This is an optimization exercise on Yosys and OpenROAD, whose aim is small area, not a production implementation.
At most, simulation tests tie the RTL to the original design; equivalence was not proved.
Power and IR drop assume default switching activity.

## CV_LR5_TOP
module CV_LR5_TOP
(
    input CLK,
    input SYS_NRST,
    input UART_RXD,
    output wire UART_TXD,
    output [7:0] LED
);
clock: 15.0 ns
lec_check: 0
cap_margin: 20
core_margin: 2
core_utilization: 40
slew_margin: 20
run.sh (not shown) runs the stock make flow with config.mk's settings and CLKGATE_MAP_FILE= SYNTH_SCRIPT=/design/flow/synth_recipe.tcl, a recipe that flattens the netlist after the stock synthesis.
Rerun with:
Settings changed: CTS_BUF_LIST from default to sky130_fd_sc_hd__clkbuf_4.
=>
- worst setup slack degrades by 0.22 ns
- utilization is higher by 0.18 points
- sequential power hardly moves
- via count is higher by a few percent
- register-to-register slack degrades by 0.08 ns
- fmax is lower by a few percent
- sequential share of layout area is lower by 0.22 points
- total power is lower slightly
Rerun with:
Settings changed: CORE_UTILIZATION 40 to 60, CTS_BUF_LIST sky130_fd_sc_hd__clkbuf_4 to sky130_fd_sc_hd__clkbuf_2 sky130_fd_sc_hd__clkbuf_4.
Effect: The new run completed with no timing, DRC or antenna violations; hold slack is better by 0.0040 ns; critical path depth stays the same; setup slack is better by 0.052 ns; sequential share of layout area grows by 0.96 points; first-iteration DRC count shrinks by a few percent; routed wire length goes down by a few percent; area after synthesis stays the same; global-route usage grows by 7.4 points; final area goes down slightly; non-clock buffer count went down by 1; die area decreases by a quarter to a third.

========
CV_LR5_TOP, a different RTL version from the one above (not shown whole).
Size in the first run: roughly 1100 cells after synthesis, about 450 flip-flops, roughly 12 I/O pins, roughly 13000 um^2 of cells after synthesis.
Settings: LEC_CHECK=0, CAP_MARGIN=0, CORE_MARGIN=2, CORE_UTILIZATION=70, CTS_BUF_LIST=sky130_fd_sc_hd__clkbuf_4, CTS_CLUSTER_DIAMETER=50, CTS_CLUSTER_SIZE=10, SLEW_MARGIN=0; clock period 15.0 ns.
standard.sh (not shown) runs the stock make flow with config.mk's settings and CLKGATE_MAP_FILE= SYNTH_SCRIPT=/design/flow/synth_recipe.tcl, a recipe that flattens the netlist after the stock synthesis.
==> flow/flow/run.sh <==
#!/bin/bash
set -euo pipefail
cd "$(dirname "$0")/.."
bash standard.sh SYNTH_SCRIPT="$PWD/flow/area_synth.tcl" \
    "BUFFER_PORTS_ARGS=-buffer_cell sky130_fd_sc_hd__buf_1" finish > flow_make.log 2>&1
==> flow/flow/area_synth.tcl <==
# The standard flow's synthesis script (synth_recipe.tcl, beside flow/), with one change:
# the combinational logic is mapped by Yosys's default ABC script, which aims
# at area, instead of ORFS's delay-driven script with buffering and sizing.
# Flip-flop mapping, names and everything else are unchanged.
proc abc {args} {
  set keep [list]
  set skip 0
  foreach a $args {
    if { $skip } { set skip 0; continue }
    if { $a in {-script -constr -D} } { set skip 1; continue }
    lappend keep $a
  }
  yosys abc {*}$keep
}
source [file join [file dirname [file normalize [info script]]] .. synth_recipe.tcl]
Change:
==> flow/run.sh (new file) <==
#!/bin/bash
# synth_recipe.tcl (not shown) runs the flow's synth.tcl, then flattens the netlist and writes it again
# the make line also repeats each setting of config.mk as NAME=value (left out here)
make -C /OpenROAD-flow-scripts/flow DESIGN_CONFIG=/design/flow/config.mk WORK_HOME=/design/flow/orfs CLKGATE_MAP_FILE= SYNTH_SCRIPT=/design/flow/synth_recipe.tcl finish
Settings changed: CAP_MARGIN 0 to 20, CORE_UTILIZATION 70 to 60, CTS_BUF_LIST sky130_fd_sc_hd__clkbuf_4 to sky130_fd_sc_hd__clkbuf_16, CTS_CLUSTER_DIAMETER 50 to 80, CTS_CLUSTER_SIZE 10 to 25, SLEW_MARGIN 0 to 20.
removed: flow/flow/run.sh
removed: flow/flow/area_synth.tcl
removed: flow/standard.sh
The changed run produced a clean layout.
Fmax rises by roughly a tenth.
Count of clock-buffer cells in the layout falls by 44.
Wire length falls by roughly a tenth.
Design area rises by a few percent.
Core utilization falls by 11 points.
Flip-flop and latch count does not change.
Sequential power is about the same.
Clock power rises by roughly a tenth.
Worst hold slack improves by 32 ps.
Power rises by roughly a tenth.
Setup slack improves by 560 ps.
Change:
==> flow/flow/run.sh (new file) <==
#!/bin/bash
set -euo pipefail
cd "$(dirname "$0")/.."
bash standard.sh SYNTH_SCRIPT="$PWD/flow/area_synth.tcl" finish > flow_make.log 2>&1
==> flow/flow/area_synth.tcl (new file) <==
# The standard flow's synthesis script (synth_recipe.tcl, beside flow/), with one change:
# the combinational logic is mapped by Yosys's default ABC script, which aims
# at area, instead of ORFS's delay-driven script with buffering and sizing.
# Flip-flop mapping, names and everything else are unchanged.
proc abc {args} {
  set keep [list]
  set skip 0
  foreach a $args {
    if { $skip } { set skip 0; continue }
    if { $a in {-script -constr -D} } { set skip 1; continue }
    lappend keep $a
  }
  yosys abc {*}$keep
}
source [file join [file dirname [file normalize [info script]]] .. synth_recipe.tcl]
==> flow/standard.sh (new file) <==
#!/bin/bash
# synth_recipe.tcl (not shown) runs the flow's synth.tcl, then flattens the netlist and writes it again
# the make line also repeats each setting of config.mk as NAME=value (left out here)
make -C /OpenROAD-flow-scripts/flow DESIGN_CONFIG=/design/flow/config.mk WORK_HOME=/design/flow/orfs CLKGATE_MAP_FILE= SYNTH_SCRIPT=/design/flow/synth_recipe.tcl "${@:-finish}"
Settings changed: CTS_BUF_LIST sky130_fd_sc_hd__clkbuf_16 to sky130_fd_sc_hd__clkbuf_8, CTS_CLUSTER_DIAMETER 80 to 60, CTS_CLUSTER_SIZE 25 to 15.
removed: flow/run.sh
The new run went through all stages and came out clean.
Via count came out lower slightly.
Routed wire length fell by a few percent.
Non-clock buffer count decreases by 1.
Power went down by a little under a tenth.
No run of this note included a check of the RTL's function; only the layout flow was run.

========
CV_LR5_TOP, a different RTL version from the one above (not shown whole).
For scale: roughly 950 cells after synthesis, roughly 450 flip-flops, ~12000 sq um of cells after synthesis.
// CV_LR5_TOP
module CV_LR5_TOP
(
    input CLK,
    input SYS_NRST,
    input UART_RXD,
    output wire UART_TXD,
    output [7:0] LED
);
Settings: LEC_CHECK=0, CAP_MARGIN=0, CORE_MARGIN=2, CORE_UTILIZATION=75, CTS_BUF_LIST=sky130_fd_sc_hd__clkbuf_8, CTS_CLUSTER_DIAMETER=60, CTS_CLUSTER_SIZE=18, GPL_TIMING_DRIVEN=0, SLEW_MARGIN=0; clock period 15.0 ns.
==> flow/flow/run.sh <==
#!/bin/bash
set -euo pipefail
cd "$(dirname "$0")/.."
bash standard.sh SYNTH_SCRIPT="$PWD/flow/area_synth.tcl" ADDER_MAP_FILE= \
    "BUFFER_PORTS_ARGS=-buffer_cell sky130_fd_sc_hd__buf_1" finish > flow_make.log 2>&1
==> flow/flow/area_synth.tcl <==
# The standard flow's synthesis script (synth_recipe.tcl, beside flow/), with one change:
# the combinational logic is mapped by ABC with an area-oriented script
# (&deepsyn resynthesis, then area mapping with amap) instead of ORFS's
# delay-driven script with buffering and sizing.  Flip-flop mapping and
# names, and every other step, are those of the standard synthesis.
proc abc {args} {
  set keep [list]
  set skip 0
  foreach a $args {
    if { $skip } { set skip 0; continue }
    if { $a in {-script -constr -D} } { set skip 1; continue }
    lappend keep $a
  }
  yosys abc {*}$keep -script {+strash;&get,-n;&deepsyn,-T,60;&put;dch,-f;amap}
}
source [file join [file dirname [file normalize [info script]]] .. synth_recipe.tcl]
Then changed:
--- a/flow/config.mk
+++ b/flow/config.mk
@@ -10 +10 @@
-export CORE_UTILIZATION = 75
+export CORE_UTILIZATION = 70
=>
- area after synthesis is unchanged
- setup slack loses 0.26 ns
- critical path depth is unchanged
- via count drops by 5.1%
- global-route usage decreases by 4.3 points

========
CV_LR5_TOP, a different RTL version from the one above (not shown whole).
Size in the first run: ~1000 cells after synthesis, roughly 450 flip-flops, about 12 I/O pins, roughly 13000 um2 of cells after synthesis.
// CV_LR5_TOP
module CV_LR5_TOP
(
    input CLK,
    input SYS_NRST,
    input UART_RXD,
    output wire UART_TXD,
    output [7:0] LED
);
Settings: LEC_CHECK=0, CAP_MARGIN=0, CORE_MARGIN=2, CORE_UTILIZATION=70, CTS_BUF_LIST=sky130_fd_sc_hd__clkbuf_8, CTS_CLUSTER_DIAMETER=60, CTS_CLUSTER_SIZE=18, SLEW_MARGIN=0; clock period 15.0 ns.
==> flow/flow/run.sh <==
#!/bin/bash
set -euo pipefail
cd "$(dirname "$0")/.."
bash standard.sh SYNTH_SCRIPT="$PWD/flow/area_synth.tcl" \
    "BUFFER_PORTS_ARGS=-buffer_cell sky130_fd_sc_hd__buf_1" finish > flow_make.log 2>&1
==> flow/flow/area_synth.tcl <==
# The standard flow's synthesis script (synth_recipe.tcl, beside flow/), with one change:
# the combinational logic is mapped by Yosys's default ABC script, which aims
# at area, instead of ORFS's delay-driven script with buffering and sizing.
# Flip-flop mapping, names and everything else are unchanged.
proc abc {args} {
  set keep [list]
  set skip 0
  foreach a $args {
    if { $skip } { set skip 0; continue }
    if { $a in {-script -constr -D} } { set skip 1; continue }
    lappend keep $a
  }
  yosys abc {*}$keep
}
source [file join [file dirname [file normalize [info script]]] .. synth_recipe.tcl]
Then changed:
--- a/flow/flow/run.sh
+++ b/flow/flow/run.sh
@@ -4 +4 @@
-bash standard.sh SYNTH_SCRIPT="$PWD/flow/area_synth.tcl" \
+bash standard.sh SYNTH_SCRIPT="$PWD/flow/area_synth.tcl" ADDER_MAP_FILE= \
--- a/flow/flow/area_synth.tcl
+++ b/flow/flow/area_synth.tcl
@@ -2,3 +2,4 @@
-# the combinational logic is mapped by Yosys's default ABC script, which aims
-# at area, instead of ORFS's delay-driven script with buffering and sizing.
-# Flip-flop mapping, names and everything else are unchanged.
+# the combinational logic is mapped by ABC with an area-oriented script
+# (&deepsyn resynthesis, then area mapping) instead of ORFS's delay-driven
+# script with buffering and sizing.  Flip-flop mapping and names, and every
+# other step, are those of the standard synthesis.
@@ -13 +14 @@
-  yosys abc {*}$keep
+  yosys abc {*}$keep -script {+strash;&get,-n;&deepsyn,-T,60;&put;dch,-f;map,-a}
GPL_TIMING_DRIVEN = 0   (was not set)
After rerunning: Via count drops by 8.2%; setup slack gets worse by 0.40 ns; power drops by 9.5%.
Then changed:
--- a/flow/flow/run.sh
+++ b/flow/flow/run.sh
@@ -4 +4 @@
-bash standard.sh SYNTH_SCRIPT="$PWD/flow/area_synth.tcl" ADDER_MAP_FILE= \
+bash standard.sh SYNTH_SCRIPT="$PWD/flow/area_synth.tcl" \
==> flow/flow/area_synth.tcl (replaced) <==
# The standard flow's synthesis script (synth_recipe.tcl, beside flow/), with one change:
# the combinational logic is mapped by Yosys's default ABC script, which aims
# at area, instead of ORFS's delay-driven script with buffering and sizing.
# Flip-flop mapping, names and everything else are unchanged.
proc abc {args} {
  set keep [list]
  set skip 0
  foreach a $args {
    if { $skip } { set skip 0; continue }
    if { $a in {-script -constr -D} } { set skip 1; continue }
    lappend keep $a
  }
  yosys abc {*}$keep
}
source [file join [file dirname [file normalize [info script]]] .. synth_recipe.tcl]
=> The new run produced a clean layout. Setup slack gets better by 0.38 ns. Via count climbs by about 4%. Die area climbs by about 6%. Power climbs by 9.7%. Count of clock-buffer cells in the layout does not change. Sequential share of layout area drops by 4.0 points. Non-clock buffer count drops by 1. Utilization climbs by 0.67 points. Worst hold slack gets better by 0.0052 ns.

[what the ideal ports hide]
No port has a modelled driver above. Below, the same layouts with a new extraction and two added sets of constraints.
Step 1 assumes that a clkbuf_16 drives the clock port and a buf_2 every other input.
Step 2 times the ports against the registers' clock, not the clock port: input delays grow and output delays shrink by t, the midpoint of the rising clock arrivals with the driver on.
Slacks: no drivers / after step 1 / after step 2; pairs: no drivers / after step 1.
| run | shift t [ns] | setup slack, ns | clock arrival spread, ns | pins driven straight from the clock port |
|---|---|---|---|---|
| the first run of note 1 | 0.597 | 10.394 / 10.347 / 10.555 | 0.033 / 0.032 | 1 |
| the second run of note 1 | 0.792 | 10.171 / 10.130 / 10.526 | 0.085 / 0.085 | 1 |
| the third run of note 1 | 0.772 | 10.223 / 10.176 / 10.583 | 0.099 / 0.099 | 1 |
| the first run of note 2 | 0.732 | 9.847 / 9.847 / 9.847 | 0.072 / 0.071 | 1 |
| the second run of note 2 | 0.568 | 10.412 / 10.364 / 10.046 | 0.023 / 0.024 | 1 |
| the third run of note 2 | 0.577 | 9.933 / 9.933 / 9.933 | 0.026 / 0.025 | 1 |
| the first run of note 3 | 0.647 | 9.259 / 9.259 / 9.259 | 0.052 / 0.053 | 1 |
| the second run of note 3 | 0.659 | 9.002 / 9.002 / 9.002 | 0.023 / 0.023 | 1 |
| the first run of note 4 | 0.642 | 9.936 / 9.936 / 9.936 | 0.026 / 0.026 | 1 |
| the second run of note 4 | 0.660 | 9.538 / 9.538 / 9.538 | 0.032 / 0.032 | 1 |
| the third run of note 4 | 0.632 | 9.923 / 9.923 / 9.923 | 0.042 / 0.042 | 1 |
After both steps setup and hold are still met in every run listed. For the second run of note 2, which loses most, drivers alone change the setup slack by -0.048 ns; drivers and shift together by -0.366 ns.
